What follows belongs to an exercise in optimizing a design on an open flow for a short achievable clock period and few clock cycles; a production flow would make more cautious choices. In this exercise RTL edits were held to simulation tests only and were not proved equivalent to the original.

==> flow/design.v (outline; a module is shown in full before it is edited, if it fits) <==
// module mul32: 856 lines
// module add3: 8 lines
// module add2: 7 lines
// module brcond: 12 lines
// module xalu: 38 lines
// module mux32x32: 7 lines
// module dec: 104 lines
// module icrd: 11 lines
// module cpu: 371 lines
module cpu(
    input clk,
    input rst,
    input [31:0] instr,
    input [4:0] raddr,
    output [31:0] dm_addr,    
    output [31:0] dm_wdata,   
    output dm_we,             
    input [31:0] dm_rdata,    
    output [31:0] pc,
    output [31:0] odata
    );
  // ...
==> flow/flow/run.sh <==
#!/bin/bash
# The standard layout (standard.sh: the standard synthesis and the ORFS
# steps, unchanged), with two make variables added:
#  - the port buffers that ORFS puts on every input and output are plain
#    buffers instead of the delay cells it picks by default.
set -euo pipefail
bash standard.sh "BUFFER_PORTS_ARGS=-buffer_cell sky130_fd_sc_hd__buf_4" \
    SETUP_SLACK_MARGIN=10 finish > standard.log 2>&1
==> flow/standard.sh <==
#!/bin/bash
# synth_recipe.tcl (not shown) runs the flow's synth.tcl, then flattens the netlist and writes it again
# the make line also repeats each setting of config.mk as NAME=value (left out here)
make -C /OpenROAD-flow-scripts/flow DESIGN_CONFIG=/design/flow/config.mk WORK_HOME=/design/flow/orfs CLKGATE_MAP_FILE= SYNTH_SCRIPT=/design/flow/synth_recipe.tcl "${@:-finish}"
==> flow/config.mk <==
export PLATFORM = sky130hd
export DESIGN_NAME = cpu
export DESIGN_NICKNAME = cpu
export VERILOG_FILES = /design/flow/design.v
export SDC_FILE = /design/flow/constraint.sdc
export NUM_CORES = 8
export LEC_CHECK = 0
export CAP_MARGIN = 40
export CORE_MARGIN = 2
export CORE_UTILIZATION = 30
export SETUP_SLACK_MARGIN = 0.5
export SLEW_MARGIN = 40
export SYNTH_HIERARCHICAL = 1
==> flow/constraint.sdc <==
create_clock -name core_clock -period 18.0 [get_ports {clk}]
set_input_delay 3.6000 -clock core_clock [delete_from_list [all_inputs] [get_ports {clk}]]
set_output_delay 3.6000 -clock core_clock [all_outputs]
set_load 0.01 [all_outputs]
==> notes.md, run 1 <==
status=no timing/DRC/antenna violations; Post-CTS Setup Inserts=366; fin nets=40391; Setup crit start kind=input port; RSZ-0062 raised after global routing=true; crit path DAT=5.36 ns; Area-dominant class=registers; GRT Total Usage=roughly 25%; worst setup path start=raddr[2]; clock latency on the worst-skew pair=~1.4 ns; Routed WL per cell=34.6 um; Final Hold Fails=0; drt first pass iters=10; met2 Usage GRT=34.6%; fillers=157864; Clock Buffer Count=1210; Worst Setup EP=odata[29]; area occupied by registers=252000 um2; number of antenna diodes=between 100 and 150; clk sink count=8888; Critical Path, Cell by Cell=buf_12 -> and2b_4 -> buf_12 -> buf_16 -> buf_16 -> a22o_1 -> nor3_2 -> a31oi_2 -> nand3_2 -> buf_6; IO buf count=199; Final Skew=0.230 ns; PnR worst setup slack=9.04 ns; die span in x=1.29 mm; Met1 Wirelength=815 mm; met1 Track Usage GR=32.8%; hold path depth=1; initial antenna violation count=177; Area growth, synth to finish=16.8%; tap cells=21758; layout cells sized above 1=21.0%; hold worst-path end=dc_v[56]$_DFFE_PP0P_
Testbench counts, summed over its fixed seeds: cycles 90,935.
==> module cpu, before the edit <==
module cpu(
    input clk,
    input rst,
    input [31:0] instr,
    input [4:0] raddr,
    output [31:0] dm_addr,    
    output [31:0] dm_wdata,   
    output dm_we,             
    input [31:0] dm_rdata,    
    output [31:0] pc,
    output [31:0] odata
    );
    genvar g;
    reg [31:0] nseq, nseq4;           
    reg [31:0] ex_a0, ex_b0, ex_a1, ex_b1;
    reg [4:0]  ex_s0, ex_s1, ex_wd0, ex_wd1;
    reg        ex_wen0, ex_wen1;
    reg [11:0] ex_op0, ex_op1;        
    reg        ex_ld0, ex_ld1, ex_mul0, ex_mul1;
    reg        ex_cha, ex_chb, ex_chs;  
    reg [31:0] ex_mx, ex_my, ex_moff, ex_msd;
    reg        ex_mwe, ex_pv;
    reg [31:0] ex_cx, ex_coff;       
    reg        ex_cv, ex_csl;         
    reg [31:0] ex_mua, ex_mub;
    reg [31:0] ex_bra, ex_brb, ex_tgt, ex_tgt4;
    reg [31:0] ex_yad;                
    reg        ex_bj, ex_ds, ex_beq, ex_bne, ex_unc, ex_jr;
    reg        ex_late, ex_bcha, ex_bchb, ex_msl1;
    reg        lt_q;                  
    reg [31:0] lt_tgt, lt_tgt4;
    wire [31:0] prod;
    mul32 mul_i(.a(ex_mua), .b(ex_mub), .p(prod));
    wire [31:0] alu0, alu1, res0, res1;
    xalu alu0_i(
        .a(ex_a0), .b(ex_b0), .samt(ex_s0),
        .o_add(ex_op0[0]), .o_sub(ex_op0[1]), .o_and(ex_op0[2]), .o_or(ex_op0[3]),
        .o_xor(ex_op0[4]), .o_nor(ex_op0[5]), .o_slt(ex_op0[6]), .o_sltu(ex_op0[7]),
        .o_sll(ex_op0[8]), .o_srl(ex_op0[9]), .o_sra(ex_op0[10]), .o_passb(ex_op0[11]),
        .y(alu0));
    wire [31:0] ld0data, ld1data;
    assign res0 = ex_ld0 ? ld0data : ex_mul0 ? prod : alu0;
    wire [31:0] ch0 = ex_ld0 ? dm_rdata : alu0;
    wire [31:0] a1e = ex_cha ? ch0 : ex_a1;
    wire [31:0] b1e = ex_chb ? ch0 : ex_b1;
    wire [4:0]  s1e = ex_chs ? ch0[4:0] : ex_s1;
    xalu alu1_i(
        .a(a1e), .b(b1e), .samt(s1e),
        .o_add(ex_op1[0]), .o_sub(ex_op1[1]), .o_and(ex_op1[2]), .o_or(ex_op1[3]),
        .o_xor(ex_op1[4]), .o_nor(ex_op1[5]), .o_slt(ex_op1[6]), .o_sltu(ex_op1[7]),
        .o_sll(ex_op1[8]), .o_srl(ex_op1[9]), .o_sra(ex_op1[10]), .o_passb(ex_op1[11]),
        .y(alu1));
    assign res1 = ex_ld1 ? ld1data : ex_mul1 ? prod : alu1;
    wire [31:0] paddr, caddr;
    add3 agen_i(.a(ex_mx), .b(ex_my), .c(ex_moff), .y(paddr));
    add2 cgen_i(.a(ex_cx), .b(ex_coff), .y(caddr));
    wire cport = ex_cv & lt_q & ~ex_csl;
    assign dm_addr  = cport ? caddr : paddr;
    assign dm_wdata = ex_msd;
    assign dm_we    = ex_mwe & ~(lt_q & ex_msl1);
    wire [64*56-1:0] dc_e;            
    reg  [63:0]      dc_v;
    wire dport = cport | (ex_pv & ~(lt_q & ex_msl1));
    wire [31:0] dc_wd = dm_we ? dm_wdata : dm_rdata;
    generate
        for (g = 0; g < 64; g = g + 1) begin : DC
            reg [55:0] q;
            always @(posedge clk) begin
                if (dport && dm_addr[7:2] == g)
                    q <= {dm_addr[31:8], dc_wd};
            end
            assign dc_e[56*g +: 56] = q;
        end
    endgenerate
    always @(posedge clk or posedge rst) begin
        if (rst)
            dc_v <= 64'd0;
        else if (dport)
            dc_v[dm_addr[7:2]] <= 1'b1;
    end
    wire [55:0] dce = dc_e[caddr[7:2]*56 +: 56];
    wire dhit = dc_v[caddr[7:2]] & (dce[55:32] == caddr[31:8]);
    wire fwdst = ex_csl & (caddr == paddr);
    wire [31:0] cdata = fwdst ? ex_msd : dce[31:0];
    wire stall = ex_cv & ~lt_q & ~(fwdst | dhit);
    assign ld0data = (ex_cv & ~ex_csl & ~cport) ? cdata : dm_rdata;
    assign ld1data = (ex_cv & ex_csl) ? cdata : dm_rdata;
    wire wen0e = ex_wen0 & ~(stall & ~ex_csl);
    wire wen1e = ex_wen1 & ~lt_q & ~(stall & ex_csl);
    wire taken_n;
    brcond brc_i(.a(ex_bra), .b(ex_brb), .bj(ex_bj & ~ex_late), .unc(ex_unc), .beq(ex_beq),
                 .bne(ex_bne), .taken(taken_n));
    wire [31:0] bra_l = ex_bcha ? ch0 : ex_bra;
    wire [31:0] brb_l = ex_bchb ? ch0 : ex_brb;
    wire taken_l;
    brcond brl_i(.a(bra_l), .b(brb_l), .bj(1'b1), .unc(1'b0), .beq(ex_beq),
                 .bne(ex_bne), .taken(taken_l));
    wire late_ok = ex_late & ~lt_q;
    wire mispred = late_ok & ~taken_l;
    wire taken = lt_q | taken_n | late_ok;
    wire [31:0] b_tgt  = lt_q ? lt_tgt : ex_tgt;
    wire [31:0] b_tgt4 = lt_q ? lt_tgt4 : ex_tgt4;
    wire        b_ds   = lt_q | ex_ds;
    wire        b_jr   = ~lt_q & ex_jr;
    wire [1023:0] rfb;
    assign rfb[31:0] = 32'd0;
    generate
        for (g = 1; g < 32; g = g + 1) begin : RF
            reg [31:0] q;
            always @(posedge clk or posedge rst) begin
                if (rst)
                    q <= 32'd0;
                else if (wen1e && ex_wd1 == g)
                    q <= res1;
                else if (wen0e && ex_wd0 == g)
                    q <= res0;
            end
            assign rfb[32*g +: 32] = q;
        end
    endgenerate
    reg        dw_en0, dw_en1;
    reg [4:0]  dw_a0, dw_a1;
    reg [31:0] dw_d0, dw_d1;
    always @(posedge clk or posedge rst) begin
        if (rst) begin
            dw_en0 <= 1'b0; dw_en1 <= 1'b0;
        end else begin
            dw_en0 <= wen0e; dw_en1 <= wen1e;
        end
    end
    always @(posedge clk) begin
        dw_a0 <= ex_wd0; dw_a1 <= ex_wd1;
        dw_d0 <= res0;   dw_d1 <= res1;
    end
    wire [1023:0] dbb;
    assign dbb[31:0] = 32'd0;
    generate
        for (g = 1; g < 32; g = g + 1) begin : DB
            reg [31:0] q;
            always @(posedge clk or posedge rst) begin
                if (rst)
                    q <= 32'd0;
                else if (dw_en1 && dw_a1 == g)
                    q <= dw_d1;
                else if (dw_en0 && dw_a0 == g)
                    q <= dw_d0;
            end
            assign dbb[32*g +: 32] = q;
        end
    endgenerate
    mux32x32 dbrd_i(.d(dbb), .s(raddr), .y(odata));
    reg  [5:0]  icw_idx;
    reg  [4:0]  icw_tag;
    reg  [31:0] icw_data;
    reg         icw_en;
    always @(posedge clk) begin
        icw_idx  <= pc[7:2];
        icw_tag  <= pc[12:8];
        icw_data <= instr;
    end
    always @(posedge clk or posedge rst) begin
        if (rst)
            icw_en <= 1'b0;
        else
            icw_en <= (pc[31:13] == 19'h00200);
    end
    wire [64*37-1:0] ic_e;
    reg  [63:0] ic_v;
    generate
        for (g = 0; g < 64; g = g + 1) begin : IC
            reg [36:0] q;
            always @(posedge clk) begin
                if (icw_en && icw_idx == g)
                    q <= {icw_tag, icw_data};
            end
            assign ic_e[37*g +: 37] = q;
        end
    endgenerate
    always @(posedge clk or posedge rst) begin
        if (rst)
            ic_v <= 64'd0;
        else if (icw_en)
            ic_v[icw_idx] <= 1'b1;
    end
    wire [31:0] b_tgtp4 = b_tgt + 32'd4;
    wire [31:0] tD = b_jr ? b_tgtp4 : b_tgt4;    
    wire [31:0] yaddr = ex_yad;
    wire hX, hYr;
    wire [31:0] eX, eY;
    icrd icx_i(.e(ic_e), .v(ic_v), .a(nseq4), .hit(hX), .w(eX));
    icrd icy_i(.e(ic_e), .v(ic_v), .a(yaddr), .hit(hYr), .w(eY));
    wire hY = hYr & ~(ex_ds & ex_jr) & ~lt_q;
    wire sel_t0 = taken & b_ds;      
    wire [31:0] fa0 = sel_t0 ? b_tgt : nseq;
    wire [31:0] fa1 = taken ? (b_ds ? tD : b_tgt) : nseq4;
    wire hit1 = taken ? hY : hX;
    wire [31:0] cd1 = taken ? eY[31:0] : eX[31:0];
    assign pc = fa0;
    wire [31:0] inst0 = instr;
    wire [31:0] inst1 = cd1;
    wire avail1 = hit1;
    wire [4:0] rs0, rt0, wd0, rs1, rt1, wd1;
    wire rdrs0, rdrt0, wen0, alu0c, ld0, st0, mul0, beq0, bne0, jabs0, jal0, jr0, ctrl0;
    wire simm0, zimm0, lui0, shv0;
    wire rdrs1, rdrt1, wen1, alu1c, ld1, st1, mul1, beq1, bne1, jabs1, jal1, jr1, ctrl1;
    wire simm1, zimm1, lui1, shv1;
    wire [11:0] op0, op1;
    dec dec0_i(.ins(inst0), .rs(rs0), .rt(rt0), .rd_rs(rdrs0), .rd_rt(rdrt0), .wd(wd0), .wen(wen0),
        .alu(alu0c), .ld(ld0), .st(st0), .mul(mul0), .beq(beq0), .bne(bne0), .jabs(jabs0),
        .jal(jal0), .jr(jr0), .ctrl(ctrl0), .use_simm(simm0), .use_zimm(zimm0), .lui(lui0),
        .shv(shv0),
        .o_add(op0[0]), .o_sub(op0[1]), .o_and(op0[2]), .o_or(op0[3]), .o_xor(op0[4]),
        .o_nor(op0[5]), .o_slt(op0[6]), .o_sltu(op0[7]), .o_sll(op0[8]), .o_srl(op0[9]),
        .o_sra(op0[10]), .o_passb(op0[11]));
    dec dec1_i(.ins(inst1), .rs(rs1), .rt(rt1), .rd_rs(rdrs1), .rd_rt(rdrt1), .wd(wd1), .wen(wen1),
        .alu(alu1c), .ld(ld1), .st(st1), .mul(mul1), .beq(beq1), .bne(bne1), .jabs(jabs1),
        .jal(jal1), .jr(jr1), .ctrl(ctrl1), .use_simm(simm1), .use_zimm(zimm1), .lui(lui1),
        .shv(shv1),
        .o_add(op1[0]), .o_sub(op1[1]), .o_and(op1[2]), .o_or(op1[3]), .o_xor(op1[4]),
        .o_nor(op1[5]), .o_slt(op1[6]), .o_sltu(op1[7]), .o_sll(op1[8]), .o_srl(op1[9]),
        .o_sra(op1[10]), .o_passb(op1[11]));
    wire dep_s = wen0 & rdrs1 & (rs1 == wd0);
    wire dep_t = wen0 & rdrt1 & (rt1 == wd0);
    wire pm_ok = ld1 & (st0 | (ld0 & (wd0 != wd1)));
    wire pair_ok = ~((ld0 | st0) & (ld1 | st1) & ~pm_ok) & ~(mul0 & mul1) &
                   (~(dep_s | dep_t) | ((alu0c | ld0 | jal0) & alu1c) |
                    ((ld1 | st1) & (~dep_s | op0[0]) & ~dep_t) |
                    ((alu0c | ld0) & (beq1 | bne1)));
    wire late1 = (beq1 | bne1) & (dep_s | dep_t);
    wire issue1 = avail1 & pair_ok;
    wire [31:0] rs0_rf, rt0_rf, rs1_rf, rt1_rf;
    mux32x32 rd0_i(.d(rfb), .s(rs0), .y(rs0_rf));
    mux32x32 rd1_i(.d(rfb), .s(rt0), .y(rt0_rf));
    mux32x32 rd2_i(.d(rfb), .s(rs1), .y(rs1_rf));
    mux32x32 rd3_i(.d(rfb), .s(rt1), .y(rt1_rf));
    wire [31:0] vs0 = (wen1e && ex_wd1 == rs0) ? res1 : (wen0e && ex_wd0 == rs0) ? res0 : rs0_rf;
    wire [31:0] vt0 = (wen1e && ex_wd1 == rt0) ? res1 : (wen0e && ex_wd0 == rt0) ? res0 : rt0_rf;
    wire [31:0] vs1 = (wen1e && ex_wd1 == rs1) ? res1 : (wen0e && ex_wd0 == rs1) ? res0 : rs1_rf;
    wire [31:0] vt1 = (wen1e && ex_wd1 == rt1) ? res1 : (wen0e && ex_wd0 == rt1) ? res0 : rt1_rf;
    wire [31:0] nseq8    = nseq4 + 32'd4;
    wire [31:0] nseq12   = nseq4 + 32'd8;
    wire [31:0] b_tgtp8 = b_tgt + 32'd8;
    wire [31:0] yp4      = yaddr + 32'd4;
    wire [31:0] yp8      = yaddr + 32'd8;
    wire [31:0] lk0   = sel_t0 ? b_tgtp4 : nseq4;
    wire [31:0] lk8_0 = sel_t0 ? b_tgtp8 : nseq8;
    wire [31:0] lk1   = taken ? yp4 : nseq8;
    wire [31:0] lk8_1 = taken ? yp8 : nseq12;
    wire [31:0] si0 = {{16{inst0[15]}}, inst0[15:0]};
    wire [31:0] si1 = {{16{inst1[15]}}, inst1[15:0]};
    wire [31:0] b0 = simm0 ? si0 : zimm0 ? {16'd0, inst0[15:0]} :
                     lui0 ? {inst0[15:0], 16'd0} : jal0 ? lk0 : vt0;
    wire [31:0] b1 = simm1 ? si1 : zimm1 ? {16'd0, inst1[15:0]} :
                     lui1 ? {inst1[15:0], 16'd0} : jal1 ? lk1 : vt1;
    wire [31:0] ja0 = {lk0[31:28], inst0[25:0], 2'b00};
    wire [31:0] bt0, bt40;
    add2 bt0_i(.a(lk0), .b({si0[29:0], 2'b00}), .y(bt0));
    add2 bt40_i(.a(lk8_0), .b({si0[29:0], 2'b00}), .y(bt40));
    wire [31:0] tg0 = jr0 ? vs0 : jabs0 ? ja0 : bt0;
    wire [31:0] tp0 = jabs0 ? {ja0[31:2] + 30'd1, 2'b00} : bt40;
    wire [31:0] offX = {{14{eX[15]}}, eX[15:0], 2'b00};
    wire [31:0] offY = {{14{eY[15]}}, eY[15:0], 2'b00};
    wire [31:0] jaX  = {nseq8[31:28], eX[25:0], 2'b00};
    wire [31:0] jaY  = {yp4[31:28], eY[25:0], 2'b00};
    wire [31:0] btX, btY, bt4X, bt4Y;
    add2 btx_i(.a(nseq8), .b(offX), .y(btX));
    add2 bty_i(.a(yp4), .b(offY), .y(btY));
    add2 bt4x_i(.a(nseq12), .b(offX), .y(bt4X));
    add2 bt4y_i(.a(yp8), .b(offY), .y(bt4Y));
    wire [31:0] ja4X = {jaX[31:2] + 30'd1, 2'b00};
    wire [31:0] ja4Y = {jaY[31:2] + 30'd1, 2'b00};
    wire [31:0] ja1  = taken ? jaY : jaX;
    wire [31:0] bt1  = taken ? btY : btX;
    wire [31:0] ja41 = taken ? ja4Y : ja4X;
    wire [31:0] bt41 = taken ? bt4Y : bt4X;
    wire [31:0] tg1 = jr1 ? vs1 : jabs1 ? ja1 : bt1;
    wire [31:0] tp1 = jabs1 ? ja41 : bt41;
    wire m0 = ld0 | st0;
    wire pm  = issue1 & m0 & (ld1 | st1);     
    wire pm0 = pm & ld0;                      
    wire pm1 = pm & st0;                      
    wire [31:0] a0 = lui0 ? 32'd0 : vs0;
    wire br1 = issue1 & ctrl1;
    wire [31:0] tgn = ctrl0 ? tg0 : tg1;
    wire [31:0] fa1p4 = ((taken & b_ds & b_jr) | lt_q) ? b_tgtp8 : lk1;
    wire [31:0] fa1p8 = lk8_1;
    always @(posedge clk or posedge rst) begin
        if (rst) begin
            nseq <= 32'h00400000; nseq4 <= 32'h00400004;
            ex_a0 <= 32'd0; ex_b0 <= 32'd0; ex_a1 <= 32'd0; ex_b1 <= 32'd0;
            ex_s0 <= 5'd0; ex_s1 <= 5'd0; ex_wd0 <= 5'd0; ex_wd1 <= 5'd0;
            ex_wen0 <= 1'b0; ex_wen1 <= 1'b0;
            ex_op0 <= 12'd0; ex_op1 <= 12'd0;
            ex_ld0 <= 1'b0; ex_ld1 <= 1'b0; ex_mul0 <= 1'b0; ex_mul1 <= 1'b0;
            ex_cha <= 1'b0; ex_chb <= 1'b0; ex_chs <= 1'b0;
            ex_mx <= 32'd0; ex_my <= 32'd0; ex_moff <= 32'd0; ex_msd <= 32'd0; ex_mwe <= 1'b0;
            ex_pv <= 1'b0; ex_cv <= 1'b0; ex_csl <= 1'b0; ex_cx <= 32'd0; ex_coff <= 32'd0;
            ex_mua <= 32'd0; ex_mub <= 32'd0;
            ex_bra <= 32'd0; ex_brb <= 32'd0; ex_tgt <= 32'd0; ex_tgt4 <= 32'd0; ex_jr <= 1'b0; ex_yad <= 32'd0;
            ex_bj <= 1'b0; ex_ds <= 1'b0; ex_beq <= 1'b0; ex_bne <= 1'b0; ex_unc <= 1'b0;
            ex_late <= 1'b0; ex_bcha <= 1'b0; ex_bchb <= 1'b0; ex_msl1 <= 1'b0;
            lt_q <= 1'b0; lt_tgt <= 32'd0; lt_tgt4 <= 32'd0;
        end else if (stall) begin
            ex_mx   <= ex_cx;
            ex_my   <= 32'd0;
            ex_moff <= ex_coff;
            ex_mwe  <= 1'b0;
            ex_msl1 <= ex_csl;
            ex_pv   <= 1'b1;
            ex_cv   <= 1'b0;
            if (ex_csl) begin
                ex_wen0 <= 1'b0; ex_ld0 <= 1'b0; ex_op0 <= 12'd0; ex_mul0 <= 1'b0;
            end else begin
                ex_wen1 <= 1'b0; ex_ld1 <= 1'b0; ex_op1 <= 12'd0; ex_mul1 <= 1'b0;
            end
            lt_q <= 1'b0;
        end else begin
            nseq  <= issue1 ? fa1p4 : fa1;
            nseq4 <= issue1 ? fa1p8 : fa1p4;
            ex_a0   <= a0;
            ex_b0   <= b0;
            ex_s0   <= shv0 ? vs0[4:0] : inst0[10:6];
            ex_wd0  <= wd0;
            ex_wen0 <= wen0;
            ex_op0  <= op0;
            ex_ld0  <= ld0;
            ex_mul0 <= mul0;
            ex_a1   <= vs1;
            ex_b1   <= b1;
            ex_s1   <= shv1 ? vs1[4:0] : inst1[10:6];
            ex_wd1  <= wd1;
            ex_wen1 <= issue1 & wen1;
            ex_op1  <= issue1 ? op1 : 12'd0;
            ex_ld1  <= issue1 & ld1;
            ex_mul1 <= issue1 & mul1;
            ex_cha  <= dep_s;
            ex_chb  <= dep_t;
            ex_chs  <= dep_s & shv1;
            ex_mx    <= (m0 & ~pm0) ? vs0 : (~m0 & dep_s) ? a0 : vs1;
            ex_my    <= (~m0 & dep_s) ? b0 : 32'd0;
            ex_moff  <= (m0 & ~pm0) ? si0 : si1;
            ex_msd   <= m0 ? vt0 : vt1;
            ex_mwe   <= st0 | (issue1 & st1);
            ex_msl1  <= (~m0 & issue1 & (ld1 | st1)) | pm0;
            ex_pv    <= m0 | (issue1 & (ld1 | st1));
            ex_cv    <= pm;
            ex_csl   <= pm1;
            ex_cx    <= pm1 ? vs1 : vs0;
            ex_coff  <= pm1 ? si1 : si0;
            ex_mua <= mul0 ? vs0 : vs1;
            ex_mub <= mul0 ? vt0 : vt1;
            ex_bj   <= ctrl0 | br1;
            ex_ds   <= ctrl0 & issue1;
            ex_bra  <= ctrl0 ? vs0 : vs1;
            ex_brb  <= ctrl0 ? vt0 : vt1;
            ex_beq  <= ctrl0 ? beq0 : beq1;
            ex_bne  <= ctrl0 ? bne0 : bne1;
            ex_unc  <= ctrl0 ? (jabs0 | jr0) : (jabs1 | jr1);
            ex_tgt  <= tgn;
            ex_tgt4 <= ctrl0 ? tp0 : tp1;
            ex_yad  <= (ctrl0 & issue1) ? tp0 : tgn;
            ex_late <= ~ctrl0 & issue1 & late1;
            ex_bcha <= dep_s;
            ex_bchb <= dep_t;
            lt_q    <= mispred;
            lt_tgt  <= nseq4;
            lt_tgt4 <= nseq8;
            ex_jr   <= ctrl0 ? jr0 : jr1;
        end
    end
endmodule
==> run 2, diff against run 1 <==
--- a/flow/design.v
+++ b/flow/design.v
@@ -1074,4 +1074,8 @@
     reg [31:0] ex_cx, ex_coff;       
     reg        ex_cv, ex_csl;         
+    reg [31:0] ex_csd;
+    reg        ex_s2;
+    reg        sb_v;
+    reg [31:0] sb_addr, sb_data;
     reg [31:0] ex_mua, ex_mub;
     reg [31:0] ex_bra, ex_brb, ex_tgt, ex_tgt4;
@@ -1092,5 +1096,5 @@
     wire [31:0] ld0data, ld1data;
     assign res0 = ex_ld0 ? ld0data : ex_mul0 ? prod : alu0;
-    wire [31:0] ch0 = ex_ld0 ? dm_rdata : alu0;
+    wire [31:0] ch0 = ex_ld0 ? pdata : alu0;
     wire [31:0] a1e = ex_cha ? ch0 : ex_a1;
     wire [31:0] b1e = ex_chb ? ch0 : ex_b1;
@@ -1107,11 +1111,20 @@
     add2 cgen_i(.a(ex_cx), .b(ex_coff), .y(caddr));
     wire cport = ex_cv & lt_q & ~ex_csl;
-    assign dm_addr  = cport ? caddr : paddr;
-    assign dm_wdata = ex_msd;
-    assign dm_we    = ex_mwe & ~(lt_q & ex_msl1);
+    wire p_alive = ex_pv & ~(lt_q & ex_msl1);
+    wire p_st = p_alive & ex_mwe;                 
+    wire p_ld = (p_alive & ~ex_mwe) | cport;      
+    wire s2   = ex_s2 & ~lt_q;                    
+    wire sb_out = sb_v & ~p_ld;                   
+    wire [31:0] laddr = cport ? caddr : paddr;
+    assign dm_addr  = sb_out ? sb_addr : laddr;
+    assign dm_wdata = sb_out ? sb_data : ex_msd;
+    assign dm_we    = sb_out | (p_st & ~sb_v);
+    wire ldfw = sb_v & (laddr == sb_addr);
+    wire [31:0] pdata = ldfw ? sb_data : dm_rdata;
+    wire sb_next = sb_v ? (p_ld | p_st) : (p_st & s2);
     wire [64*56-1:0] dc_e;            
     reg  [63:0]      dc_v;
-    wire dport = cport | (ex_pv & ~(lt_q & ex_msl1));
-    wire [31:0] dc_wd = dm_we ? dm_wdata : dm_rdata;
+    wire dport = dm_we | p_ld;
+    wire [31:0] dc_wd = dm_we ? dm_wdata : pdata;
     generate
         for (g = 0; g < 64; g = g + 1) begin : DC
@@ -1133,8 +1146,20 @@
     wire dhit = dc_v[caddr[7:2]] & (dce[55:32] == caddr[31:8]);
     wire fwdst = ex_csl & (caddr == paddr);
-    wire [31:0] cdata = fwdst ? ex_msd : dce[31:0];
-    wire stall = ex_cv & ~lt_q & ~(fwdst | dhit);
-    assign ld0data = (ex_cv & ~ex_csl & ~cport) ? cdata : dm_rdata;
-    assign ld1data = (ex_cv & ex_csl) ? cdata : dm_rdata;
+    wire fwdsb = sb_v & (caddr == sb_addr);
+    wire [31:0] cdata = fwdst ? ex_msd : fwdsb ? sb_data : dce[31:0];
+    wire stall = ex_cv & ~lt_q & ~(fwdst | fwdsb | dhit);
+    assign ld0data = (ex_cv & ~ex_csl & ~cport) ? cdata : pdata;
+    assign ld1data = (ex_cv & ex_csl) ? cdata : pdata;
+    always @(posedge clk or posedge rst) begin
+        if (rst) begin
+            sb_v <= 1'b0; sb_addr <= 32'd0; sb_data <= 32'd0;
+        end else begin
+            sb_v <= sb_next;
+            if (sb_v ? p_st : (p_st & s2)) begin
+                sb_addr <= sb_v ? paddr : caddr;
+                sb_data <= sb_v ? ex_msd : ex_csd;
+            end
+        end
+    end
     wire wen0e = ex_wen0 & ~(stall & ~ex_csl);
     wire wen1e = ex_wen1 & ~lt_q & ~(stall & ex_csl);
@@ -1273,5 +1298,5 @@
     wire dep_s = wen0 & rdrs1 & (rs1 == wd0);
     wire dep_t = wen0 & rdrt1 & (rt1 == wd0);
-    wire pm_ok = ld1 & (st0 | (ld0 & (wd0 != wd1)));
+    wire pm_ok = (ld1 & (st0 | (ld0 & (wd0 != wd1)))) | (st0 & st1 & ~sb_next);
     wire pair_ok = ~((ld0 | st0) & (ld1 | st1) & ~pm_ok) & ~(mul0 & mul1) &
                    (~(dep_s | dep_t) | ((alu0c | ld0 | jal0) & alu1c) |
@@ -1330,5 +1355,6 @@
     wire pm  = issue1 & m0 & (ld1 | st1);     
     wire pm0 = pm & ld0;                      
-    wire pm1 = pm & st0;                      
+    wire pm1 = pm & st0 & ld1;                
+    wire pss = pm & st0 & st1;                
     wire [31:0] a0 = lui0 ? 32'd0 : vs0;
     wire br1 = issue1 & ctrl1;
@@ -1347,4 +1373,5 @@
             ex_mx <= 32'd0; ex_my <= 32'd0; ex_moff <= 32'd0; ex_msd <= 32'd0; ex_mwe <= 1'b0;
             ex_pv <= 1'b0; ex_cv <= 1'b0; ex_csl <= 1'b0; ex_cx <= 32'd0; ex_coff <= 32'd0;
+            ex_csd <= 32'd0; ex_s2 <= 1'b0;
             ex_mua <= 32'd0; ex_mub <= 32'd0;
             ex_bra <= 32'd0; ex_brb <= 32'd0; ex_tgt <= 32'd0; ex_tgt4 <= 32'd0; ex_jr <= 1'b0; ex_yad <= 32'd0;
@@ -1395,8 +1422,10 @@
             ex_msl1  <= (~m0 & issue1 & (ld1 | st1)) | pm0;
             ex_pv    <= m0 | (issue1 & (ld1 | st1));
-            ex_cv    <= pm;
+            ex_cv    <= pm0 | pm1;
             ex_csl   <= pm1;
-            ex_cx    <= pm1 ? vs1 : vs0;
-            ex_coff  <= pm1 ? si1 : si0;
+            ex_cx    <= pm0 ? vs0 : vs1;
+            ex_coff  <= pm0 ? si0 : si1;
+            ex_csd   <= vt1;
+            ex_s2    <= pss;
             ex_mua <= mul0 ? vs0 : vs1;
             ex_mub <= mul0 ? vt0 : vt1;
==> notes.md, run 2 <==
layout cells sized above 1=25.4% (was 21.0%); most frequent cells in the layout=edfxtp_1, mux2i_1, dfrtp_1 (was edfxtp_1, mux2i_1, a21oi_1); Max-Cap Viols=0 (unchanged); clock latency on the worst-skew pair=1.43 ns (was 1.40 ns); H-tree depth=6 (unchanged); crit path kind=flop to flop (was input port to output port); Routed WL per cell=36.1 um (was 34.6 um); fin nets=41751 (was 40391); setup TNS=0 ns (unchanged); Routed WL=2310 mm (was 2160 mm); Clock Tree Buf Depth=5 (unchanged); count of pins over their slew limit=0 (unchanged); Clock Tree Root=clkbuf_16 (unchanged); Largest register FFs=3584 (unchanged); I/O pin total=200 (unchanged); Max-slew headroom=29.2% (was 19.7%); YS warnings=7 (unchanged); clk sink count=8986 (was 8888); Max Fclk=101 MHz (was 112 MHz); drt first pass iters=10 (unchanged); commonest non-fill, non-tap cell in the layout=edfxtp_1 (unchanged); Core Area=1660000 um2 (was 1640000 um2); Worst Tran Pin Value=1.03 ns (was 1.20 ns); post-layout util=36.4% (was 35.1%); GRT overflow=0 (unchanged); DR vias=388619 (was 375327); Data required, critical path=19.19 ns (was 14.40 ns); hold slack=0.463 ns (was 0.453 ns); hold buffers post-CTS=0 (unchanged); CTS tree=done (unchanged); crit path buf inv count=11 (was 5); Critical Path Most Common Cell=buf_12; post-route ant nets=0 (unchanged); Final Hold Fails=0 (unchanged); leading registers by flop count=DC.q (3584), IC.q (2368) (unchanged); Setup crit start kind=flop (was input port); delay-heaviest family, CP=simple AND/OR/NAND/NOR gates (was buffers and inverters); mean area per synthesized cell=12.5 um2 (was 12.4 um2); crit path DAT=11.08 ns (was 5.36 ns); Area growth, synth to finish=20.9% (was 16.8%); vias per inst=6.06 (was 6.03); GRT Total Usage=26.3% (was 24.7%); clk slew on worst S/H paths=0.07 ns (was 0.06 ns); status=no timing/DRC/antenna violations (unchanged); Final Skew=0.277 ns (was 0.230 ns); Period minus WS final=9.90 ns (was 8.96 ns); die height=1.30 mm (was 1.29 mm); pin count of the biggest net entering global routing=160 (was 137); HP Class=flop to flop (unchanged); cell row count=474 (was 471); Final GP Congestion=1.02 (was 1.03); initial DRC count=60728 (was 61317); initial antenna violation count=243 (was 177); fillers=159129 (was 157864); first-pass GRT wire length=3110 mm (was 2910 mm); critical path's slowest cell=fa_1 (was and2b_4); Post-Syn Area=501000 um2 (was 493000 um2); IO buf count=199 (unchanged); die span in x=1.30 mm (was 1.29 mm); post-detail-place hpwl=1450 mm (was 1330 mm); period utilization=55.0% (was 49.8%); Final setup violation count=0 (unchanged); DRC=0 (unchanged); vias in the first global route=361099 (was 345375); CTS Buf Count=971 (was 939); post-synthesis instance total=39937 (was 39652); CP Capture Type=flop (was output port); initial core utilization=30.1% (was 30.0%); Worst path max stage delay=0.53 ns (was 0.30 ns); full die area=1680000 um2 (was 1660000 um2); Most flops, register=DC.q (unchanged); RSZ-0062 raised after global routing=true (unchanged); crit path max fanout=5 (was 6)
-- run 2: final cells by class --
type	instances	area, um2	share of cell area, %
multi-input cells	26737	245000	40.4
well taps	22134	27700	4.57
repair buffers	3392	41500	6.86
flip-flops and latches	8986	254000	42.0
inverters	838	3690	0.609
clock buffers	1245	26200	4.33
diodes	171	428	0.0707
clock inverters	573	6980	1.15
repair inverters	5	66.3	0.0110
-- run 2: layer usage --
metal / wire length, um / global-route usage (%) / share of wire [%]
met5: 2180 / 0.479 / 0.094
met4: 178000 / 16.5 / 7.7
met2: 951000 / 37.1 / 41
met3: 307000 / 9.30 / 13
met1: 875000 / 34.3 / 38
-- run 2: what timing repair did --
| action | CTS | global route |
|---|---|---|
| gates resized for setup | 3328 | 1342 |
| cloned | 206 | 31 |
| setup endpoints to repair | 1976 | 1739 |
| pin swaps | 697 | 459 |
| setup buffers | 935 | 426 |
-- run 2: path summary, 6_finish.rpt --
check	startpoint	endpoint	slack [ns]	cells past startpoint
worst max-delay path	ex_moff[1]$_DFF_PP0_	ex_b0[20]$_DFFE_PP0N_	8.10	46
worst min-delay path	dc_v[24]$_DFFE_PP0P_	dc_v[24]$_DFFE_PP0P_	0.46	1
worst max register to register	ex_moff[1]$_DFF_PP0_	ex_b0[20]$_DFFE_PP0N_	8.10	46
worst min register to register	dc_v[24]$_DFFE_PP0P_	dc_v[24]$_DFFE_PP0P_	0.46	1
max in group asynchronous	rst	ex_moff[12]$_DFF_PP0_	12.37	8
min in group asynchronous	rst	DB[15].q[26]$_DFFE_PP0P_	2.29	2
-- run 2: metrics by stage --
step,instances,setup slack (ns),instance area (um2)
3_3_place_gp,60397,4.12,530000
2_1_floorplan,40116,-26.19,501000
5_1_grt,63930,8.03,605000
4_1_cts,63433,8.27,595000
6_report,64081,8.10,605000
3_5_place_dp,60474,3.96,533000
-- run 2: worst reg2reg max path, delay by kind of cell, from the launching register on --
family / cells / cell delay (ns)
mux: 3 / 0.92
simple gates: 12 / 2.79
fa+ha+maj: 4 / 1.33
buf+inv: 11 / 1.51
compound gates: 15 / 2.64
xor+xnor: 1 / 0.22
flops: 1 / 0.39
Testbench counts of run 2, summed over its fixed seeds: cycles 90,456.
==> run 3, diff against run 2 <==
--- a/flow/design.v
+++ b/flow/design.v
@@ -885,4 +885,12 @@
     assign taken = bj & (unc | (beq & eqv) | (bne & ~eqv));
 endmodule
+module ltcmp(
+    input  [31:0] a,
+    input  [31:0] b,
+    input         sgn,
+    output        lt
+    );
+    assign lt = sgn ? ($signed(a) < $signed(b)) : (a < b);
+endmodule
 `timescale 1ns / 1ps
 module xalu(
@@ -1083,4 +1091,5 @@
     reg        ex_bj, ex_ds, ex_beq, ex_bne, ex_unc, ex_jr;
     reg        ex_late, ex_bcha, ex_bchb, ex_msl1;
+    reg        ex_fuse;
     reg        lt_q;                  
     reg [31:0] lt_tgt, lt_tgt4;
@@ -1096,5 +1105,5 @@
     wire [31:0] ld0data, ld1data;
     assign res0 = ex_ld0 ? ld0data : ex_mul0 ? prod : alu0;
-    wire [31:0] ch0 = ex_ld0 ? pdata : alu0;
+    wire [31:0] ch0 = ex_ld0 ? dm_rdata : alu0;
     wire [31:0] a1e = ex_cha ? ch0 : ex_a1;
     wire [31:0] b1e = ex_chb ? ch0 : ex_b1;
@@ -1165,5 +1174,5 @@
     wire wen1e = ex_wen1 & ~lt_q & ~(stall & ex_csl);
     wire taken_n;
-    brcond brc_i(.a(ex_bra), .b(ex_brb), .bj(ex_bj & ~ex_late), .unc(ex_unc), .beq(ex_beq),
+    brcond brc_i(.a(ex_bra), .b(ex_brb), .bj(ex_bj & ~ex_late & ~ex_fuse), .unc(ex_unc), .beq(ex_beq),
                  .bne(ex_bne), .taken(taken_n));
     wire [31:0] bra_l = ex_bcha ? ch0 : ex_bra;
@@ -1174,5 +1183,8 @@
     wire late_ok = ex_late & ~lt_q;
     wire mispred = late_ok & ~taken_l;
-    wire taken = lt_q | taken_n | late_ok;
+    wire ltf;
+    ltcmp ltf_i(.a(ex_a0), .b(ex_b0), .sgn(ex_op0[6]), .lt(ltf));
+    wire taken_f = ex_fuse & ~lt_q & (ex_beq ? ~ltf : ltf);
+    wire taken = lt_q | taken_n | late_ok | taken_f;
     wire [31:0] b_tgt  = lt_q ? lt_tgt : ex_tgt;
     wire [31:0] b_tgt4 = lt_q ? lt_tgt4 : ex_tgt4;
@@ -1267,5 +1279,5 @@
     icrd icy_i(.e(ic_e), .v(ic_v), .a(yaddr), .hit(hYr), .w(eY));
     wire hY = hYr & ~(ex_ds & ex_jr) & ~lt_q;
-    wire sel_t0 = taken & b_ds;      
+    wire sel_t0 = lt_q | (taken_n & ex_ds);   
     wire [31:0] fa0 = sel_t0 ? b_tgt : nseq;
     wire [31:0] fa1 = taken ? (b_ds ? tD : b_tgt) : nseq4;
@@ -1300,8 +1312,10 @@
     wire pm_ok = (ld1 & (st0 | (ld0 & (wd0 != wd1)))) | (st0 & st1 & ~sb_next);
     wire pair_ok = ~((ld0 | st0) & (ld1 | st1) & ~pm_ok) & ~(mul0 & mul1) &
-                   (~(dep_s | dep_t) | ((alu0c | ld0 | jal0) & alu1c) |
+                   (~(dep_s | dep_t) | ((alu0c | (ld0 & ~sb_next) | jal0) & alu1c) |
                     ((ld1 | st1) & (~dep_s | op0[0]) & ~dep_t) |
-                    ((alu0c | ld0) & (beq1 | bne1)));
+                    ((alu0c | (ld0 & ~sb_next)) & (beq1 | bne1)));
     wire late1 = (beq1 | bne1) & (dep_s | dep_t);
+    wire fuse1 = (op0[6] | op0[7]) & (beq1 | bne1) &
+                 (((rs1 == wd0) & (rt1 == 5'd0)) | ((rt1 == wd0) & (rs1 == 5'd0)));
     wire issue1 = avail1 & pair_ok;
     wire [31:0] rs0_rf, rt0_rf, rs1_rf, rt1_rf;
@@ -1377,5 +1391,5 @@
             ex_bra <= 32'd0; ex_brb <= 32'd0; ex_tgt <= 32'd0; ex_tgt4 <= 32'd0; ex_jr <= 1'b0; ex_yad <= 32'd0;
             ex_bj <= 1'b0; ex_ds <= 1'b0; ex_beq <= 1'b0; ex_bne <= 1'b0; ex_unc <= 1'b0;
-            ex_late <= 1'b0; ex_bcha <= 1'b0; ex_bchb <= 1'b0; ex_msl1 <= 1'b0;
+            ex_late <= 1'b0; ex_fuse <= 1'b0; ex_bcha <= 1'b0; ex_bchb <= 1'b0; ex_msl1 <= 1'b0;
             lt_q <= 1'b0; lt_tgt <= 32'd0; lt_tgt4 <= 32'd0;
         end else if (stall) begin
@@ -1440,5 +1454,6 @@
             ex_tgt4 <= ctrl0 ? tp0 : tp1;
             ex_yad  <= (ctrl0 & issue1) ? tp0 : tgn;
-            ex_late <= ~ctrl0 & issue1 & late1;
+            ex_late <= ~ctrl0 & issue1 & late1 & ~fuse1;
+            ex_fuse <= ~ctrl0 & issue1 & late1 & fuse1;
             ex_bcha <= dep_s;
             ex_bchb <= dep_t;
==> notes.md, run 3 <==
non-filler instance count after layout=64596 (was 64081); Routed WL=2340 mm (was 2310 mm); Final setup violation count=0 (unchanged); drt first pass iters=15 (was 10); HP Class=flop to flop (unchanged); Period minus WS final=8.94 ns (was 9.90 ns); FF-to-FF End=ex_b1[29]$_DFFE_PP0N_ (was ex_b0[20]$_DFFE_PP0N_); Max-Cap Viols=0 (unchanged); CP Capture Type=output port (was flop); fin nets=41907 (was 41751); Setup crit start kind=input port (was flop); commonest non-fill, non-tap cell in the layout=edfxtp_1 (unchanged); CTS tree=done (unchanged); YS warnings=7 (unchanged); Routed WL per cell=36.2 um (was 36.1 um); vias per inst=6.24 (was 6.06); count of pins over their slew limit=0 (unchanged); Clock Tree Root=clkbuf_16 (unchanged); Hold Path Origin=dc_v[16]$_DFFE_PP0P_ (was dc_v[24]$_DFFE_PP0P_); GRT Total Usage=26.5% (was 26.3%); Max-slew headroom=12.7% (was 29.2%); mean area per synthesized cell=12.2 um2 (was 12.5 um2); PnR worst setup slack=9.06 ns (was 8.10 ns); clk slew on worst S/H paths=0.07 ns (about the same); origin of the critical flop-to-flop path=ex_b0[29]$_DFFE_PP0N_ (was ex_moff[1]$_DFF_PP0_); hold path depth=1 (unchanged); Clock Tree Buf Depth=5 (unchanged); status=no timing/DRC/antenna violations (unchanged); Final GP Congestion=1.09 (was 1.02); most frequent cells in the layout=edfxtp_1, mux2i_1, nand2_1 (was edfxtp_1, mux2i_1, dfrtp_1); die span in x=1.29 mm (was 1.30 mm); crit path DAT=5.34 ns (was 11.08 ns); IO buf count=199 (unchanged); clock latency on the worst-skew pair=1.35 ns (was 1.43 ns); pin count of the biggest net entering global routing=155 (was 160); setup TNS=0 ns (unchanged); worst r2r path cells=28 (was 46); H-tree depth=6 (unchanged); Final Skew=0.192 ns (was 0.277 ns); clk sink count=8987 (was 8986); Max Fclk=112 MHz (was 101 MHz); initial core utilization=30.0% (was 30.1%); Worst Tran Pin Value=1.31 ns (was 1.03 ns); Data required, critical path=14.40 ns (was 19.19 ns); full die area=1680000 um2 (about the same); Finished Cell Area=588000 um2 (was 605000 um2); initial DRC count=65992 (was 60728); Post-Syn Area=500000 um2 (was 501000 um2); period utilization=49.7% (was 55.0%); Area growth, synth to finish=17.7% (was 20.9%); layout cells sized above 1=20.9% (was 25.4%); DRC=0 (unchanged); hold buffers post-CTS=0 (unchanged); dpl cells=61262 (was 60474); area occupied by registers=254000 um2 (about the same); crit path kind=input port to output port (was flop to flop); cell row count=474 (unchanged); hold worst-path end=dc_v[16]$_DFFE_PP0P_ (was dc_v[24]$_DFFE_PP0P_); DR vias=403112 (was 388619); vias in the first global route=367949 (was 361099); crit path max fanout=6 (was 5); I/O pin total=200 (unchanged); fillers=161035 (was 159129); CTS Buf Count=954 (was 971); post-place setup slack=7.00 ns (was 3.96 ns); initial antenna violation count=261 (was 243); post-synthesis instance total=41089 (was 39937); Most flops, register=DC.q (unchanged); Placed Area=530000 um2 (was 533000 um2); Core Area=1660000 um2 (about the same); first-pass GRT wire length=3130 mm (was 3110 mm); slack of the worst reg-to-reg path=9.54 ns (was 8.10 ns); RSZ-0062 raised after global routing=true (unchanged); post-route ant nets=0 (unchanged); GRT overflow=0 (unchanged); leading registers by flop count=DC.q (3584), IC.q (2368) (unchanged); die height=1.29 mm (was 1.30 mm); post-detail-place hpwl=1430 mm (was 1450 mm); multi-input logic area=238000 um2 (was 245000 um2); Final Hold Fails=0 (unchanged); Largest register FFs=3584 (unchanged)
==> run 3: worst max-delay path: stages <==
cell	delay, ns
buf_16	0.13
buf_16	0.15
buf_12	0.14
buf_16	0.14
mux2i_1	0.18
a22o_1	0.18
nor3_1	0.07
a31oi_2	0.35
nand3_4	0.18
buf_4	0.18
==> run 3: per-stage QoR <==
step	utilization, %	hold slack (ns)
floorplan	-	0.345
global placement	31.6	0.440
detailed placement	31.9	0.444
CTS	34.8	0.459
global route	35.3	0.473
finish	35.4	0.460
==> run 3: worst max path at each step <==
stage	end	slack [ns]	startpoint	cells after the start
6_report	odata[31]	9.06	raddr[1]	10
5_1_grt	odata[17]	9.07	raddr[1]	10
4_1_cts	odata[31]	9.06	raddr[1]	9
3_5_place_dp	ex_mx[21]$_DFF_PP0_	7.00	nseq4[2]$_DFFE_PP1P_	28
3_3_place_gp	ex_mx[17]$_DFF_PP0_	5.32	ex_yad[2]$_DFFE_PP0N_	26
2_1_floorplan	DB[10].q[0]$_DFFE_PP0P_	-26.20	rst	1
==> run 3: layout make-up <==
cell class	count	area share, %
diodes	576	0.245
repair inverters	3	0.00426
clock inverters	579	1.16
multi-input cells	27767	40.5
inverters	765	0.526
repair buffers	2578	5.27
flip-flops and latches	8987	43.3
well taps	22134	4.71
clock buffers	1207	4.36
==> run 3: routing by layer <==
metal  global-route usage [%]  part of all wire (%)  vias up
met5                     1.95                  0.25        -
met4                     20.2                   9.7      184
met3                     10.8                    15     8699
met2                     36.4                    40    32809
met1                     32.8                    35   203045
li1                         -                     -   158375
==> run 3: what timing repair did <==
action                     4_1_cts  5_1_grt
setup endpoints to repair     1879     1429
gates cloned                   161       36
pin swaps                      292      313
setup buffers                  500      248
resized for setup             1669      829
Testbench counts of run 3, summed over its fixed seeds: cycles 88,198.
==> run 4, diff against run 3 <==
--- a/flow/design.v
+++ b/flow/design.v
@@ -1126,11 +1126,15 @@
     wire sb_out = sb_v & ~p_ld;                   
     wire [31:0] laddr = cport ? caddr : paddr;
+    wire [11:0] lkey  = {laddr[18:16], laddr[10:2]};
+    wire [11:0] pkey  = {paddr[18:16], paddr[10:2]};
+    wire [11:0] ckey  = {caddr[18:16], caddr[10:2]};
+    wire [11:0] sbkey = {sb_addr[18:16], sb_addr[10:2]};
     assign dm_addr  = sb_out ? sb_addr : laddr;
     assign dm_wdata = sb_out ? sb_data : ex_msd;
     assign dm_we    = sb_out | (p_st & ~sb_v);
-    wire ldfw = sb_v & (laddr == sb_addr);
+    wire ldfw = sb_v & (lkey == sbkey);
     wire [31:0] pdata = ldfw ? sb_data : dm_rdata;
     wire sb_next = sb_v ? (p_ld | p_st) : (p_st & s2);
-    wire [64*56-1:0] dc_e;            
+    wire [64*38-1:0] dc_e;            
     reg  [63:0]      dc_v;
     wire dport = dm_we | p_ld;
@@ -1138,10 +1142,10 @@
     generate
         for (g = 0; g < 64; g = g + 1) begin : DC
-            reg [55:0] q;
+            reg [37:0] q;
             always @(posedge clk) begin
                 if (dport && dm_addr[7:2] == g)
-                    q <= {dm_addr[31:8], dc_wd};
+                    q <= {dm_addr[18:16], dm_addr[10:8], dc_wd};
             end
-            assign dc_e[56*g +: 56] = q;
+            assign dc_e[38*g +: 38] = q;
         end
     endgenerate
@@ -1152,8 +1156,8 @@
             dc_v[dm_addr[7:2]] <= 1'b1;
     end
-    wire [55:0] dce = dc_e[caddr[7:2]*56 +: 56];
-    wire dhit = dc_v[caddr[7:2]] & (dce[55:32] == caddr[31:8]);
-    wire fwdst = ex_csl & (caddr == paddr);
-    wire fwdsb = sb_v & (caddr == sb_addr);
+    wire [37:0] dce = dc_e[caddr[7:2]*38 +: 38];
+    wire dhit = dc_v[caddr[7:2]] & (dce[37:32] == {caddr[18:16], caddr[10:8]});
+    wire fwdst = ex_csl & (ckey == pkey);
+    wire fwdsb = sb_v & (ckey == sbkey);
     wire [31:0] cdata = fwdst ? ex_msd : fwdsb ? sb_data : dce[31:0];
     wire stall = ex_cv & ~lt_q & ~(fwdst | fwdsb | dhit);
==> notes.md, run 4 <==
status=no timing/DRC/antenna violations (unchanged); Worst path max stage delay=0.64 ns (was 0.35 ns); full die area=1520000 um2 (was 1680000 um2); Final GP Congestion=1.03 (was 1.09); Finished Cell Area=535000 um2 (was 588000 um2); setup TNS=0 ns (unchanged); vias per inst=6.16 (was 6.24); Clock Tree Buf Depth=5 (unchanged); clk slew on worst S/H paths=0.07 ns (about the same); routed wl met2=875 mm (was 933 mm); crit path kind=flop to output port (was input port to output port); commonest non-fill, non-tap cell in the layout=edfxtp_1 (unchanged); RSZ-0062 raised after global routing=true (unchanged); Placed Area=482000 um2 (was 530000 um2); Max-slew headroom=28.1% (was 12.7%); die height=1.23 mm (was 1.29 mm); pin count of the biggest net entering global routing=180 (was 155); vias in the first global route=339249 (was 367949); met3 WL=295 mm (was 343 mm); Worst Tran Pin Value=1.06 ns (was 1.31 ns); Area growth, synth to finish=18.1% (was 17.7%); DR vias=367560 (was 403112); drt first pass iters=11 (was 15); most frequent cells in the layout=edfxtp_1, mux2i_1, nand2_1 (unchanged); crit path DAT=5.44 ns (was 5.34 ns); Routed WL per cell=35.9 um (was 36.2 um); Most flops, register=DC.q (unchanged); mean area per synthesized cell=11.8 um2 (was 12.2 um2); die span in x=1.23 mm (was 1.29 mm); Period minus WS final=9.04 ns (was 8.94 ns); post-route ant nets=0 (unchanged); CTS Buf Count=856 (was 954); first-pass GRT wire length=2880 mm (was 3130 mm); Core Area=1510000 um2 (was 1660000 um2); initial antenna violation count=234 (was 261); Final setup violation count=0 (unchanged); Largest register FFs=2432 (was 3584); critical path's slowest cell=a31oi_4 (was a31oi_2); Routed WL=2140 mm (was 2340 mm); hold slack=0.453 ns (was 0.460 ns); Data required, critical path=14.40 ns (about the same); initial DRC count=57422 (was 65992); Clock Tree Root=clkbuf_16 (unchanged); leading registers by flop count=DC.q (2432), IC.q (2368) (was DC.q (3584), IC.q (2368)); period utilization=50.2% (was 49.7%); HP Class=flop to flop (unchanged); cell row count=451 (was 474); YS warnings=7 (unchanged); Final Skew=0.250 ns (was 0.192 ns); Post-Syn Area=453000 um2 (was 500000 um2); I/O pin total=200 (unchanged); Final Hold Fails=0 (unchanged); initial core utilization=30.1% (was 30.0%); layout cells sized above 1=21.4% (was 20.9%); count of pins over their slew limit=0 (unchanged); Top Metal Used=met5 (unchanged); Critical Path, Cell by Cell=fa_1 -> ha_4 -> fa_2 -> a211oi_4 -> o21ai_2 -> a211oi_2 -> buf_4 -> o31ai_4 -> a211o_1 -> a21oi_2 -> xnor2_1 -> nand2_1 -> a31oi_4 -> buf_6 (was buf_16 -> buf_16 -> buf_12 -> buf_16 -> mux2i_1 -> a22o_1 -> nor3_1 -> a31oi_2 -> nand3_4 -> buf_4); H-tree depth=6 (unchanged); DRC=0 (unchanged); crit path max fanout=4 (was 6); Setup crit start kind=flop (was input port); CP Capture Type=output port (unchanged); clock latency on the worst-skew pair=1.40 ns (was 1.35 ns); fin nets=39420 (was 41907); GRT Total Usage=26.8% (was 26.5%); Max-Cap Viols=0 (unchanged); post-synthesis instance total=38550 (was 41089); post-detail-place hpwl=1360 mm (was 1430 mm); GRT overflow=0 (unchanged); clk sink count=7835 (was 8987); IO buf count=199 (unchanged); Met1 Wirelength=791 mm (was 827 mm); Max Fclk=111 MHz (was 112 MHz); CTS tree=done (unchanged)
==> run 4: cell types whose count changed in the layout (fill, tap and decap cells not counted), moves of 104 or more <==
cell,previous run,this run
o221ai_1,432,134
diode_2,576,188
nor2_1,2355,2180
edfxtp_1,5952,4800
mux4_2,2381,2162
nand3_1,932,808
o22ai_1,350,235
a22o_1,446,342
a221oi_1,237,121
o21ai_1,413,138
o211ai_1,544,915
nor3_1,449,313
mux2i_1,4387,4503
a31oi_1,391,206
==> run 4: worst paths after layout <==
check | from | to | slack (ns) | cells past startpoint
max | ex_my[1]$_DFF_PP0_ | dm_addr[19] | 8.96 | 14
min | dc_v[24]$_DFFE_PP0P_ | dc_v[24]$_DFFE_PP0P_ | 0.45 | 1
max reg2reg | ex_b0[0]$_DFFE_PP0N_ | ex_mua[18]$_DFFE_PP0N_ | 9.57 | 43
min reg2reg | dc_v[24]$_DFFE_PP0P_ | dc_v[24]$_DFFE_PP0P_ | 0.45 | 1
max in group asynchronous | rst | ex_s0[3]$_DFFE_PP0N_ | 11.77 | 8
min in group asynchronous | rst | DB[10].q[0]$_DFFE_PP0P_ | 2.51 | 2
==> run 4: worst max-delay path, delay by kind of cell (launching register included) <==
family / cells / cell delay [ns]
adders and majority gates: 3 / 1.13
AOI/OAI and AO/OA: 7 / 1.83
and+or+nand+nor: 1 / 0.12
DFF: 1 / 0.39
xor gates and xnor gates: 1 / 0.17
buffers and inverters: 2 / 0.40
==> run 4: layout make-up <==
type                        count  area [um2]
fill                       146203      972000
multi-input combinational   26576      228000
sequential                   7835      220000
timing repair buffer         2516       29700
tap                         20158       25200
clock buffer                 1131       23500
clock inverter                452        5260
inverter                      781        3120
antenna                       188         470
timing repair inverter          3        25.0
==> run 4: timing repair <==
action / in CTS / in global routing
cloned: 117 / 48
hold buffers: 0 / 0
endpoints found under the setup margin: 1843 / 1146
pin swaps: 275 / 378
resized for setup: 1745 / 1107
buffers inserted: 422 / 306
==> run 4: through the flow <==
step | util [%] | std cells | worst slack [ns]
after floorplan | - | 38729 | -26.20
after global placement | 31.8 | 56891 | 7.02
after detailed placement | 32.0 | 56956 | 7.39
after CTS | 34.9 | 59078 | 9.09
after global routing | 35.5 | 59480 | 9.00
final | 35.5 | 59640 | 8.96
==> run 4: routing by layer <==
metal,global-route usage (%),vias to the layer above
li1,-,146830
met1,34.4,186506
met5,0.315,-
met3,9.78,6653
met4,18.0,152
met2,37.6,27419
Testbench counts of run 4, summed over its fixed seeds: cycles 88,198.

-- separate check: timing with driven ports --
How much do the figures lean on ideal ports? The routed layouts below were timed once more, with nothing changed but the port constraints.
Step 1 assumes that a clkbuf_16 drives the clock port and a buf_2 every other input.
Step 2 adds t to the input delays and takes it off the output delays; t is the mean of the earliest and latest rising clock arrival at the registers after step 1. Input paths then give back, and output paths get back, about the clock's delay inside the block.
Three values: ideal ports, drivers, drivers and shift; two values: the first two.
run | t (ns) | setup slack, ns | worst setup path after step 2 | slew at the worst register clock pin (ns) | worst data-port slew with drivers (ns)
run 1 | 1.493 | 9.037 / 8.740 / 8.487 | input to register | 0.07 / 0.07 | 0.36
run 2 | 1.509 | 8.102 / 8.102 / 8.102 | register to register | 0.08 / 0.08 | 0.29
run 3 | 1.487 | 9.061 / 8.733 / 7.936 | input to register | 0.08 / 0.08 | 1.01
run 4 | 1.446 | 8.962 / 8.786 / 8.224 | input to register | 0.08 / 0.08 | 0.43
After both steps setup and hold are still met in every run listed. The setup slack of run 3, which loses most, moves by -0.328 ns with the drivers and by -1.125 ns with both steps.
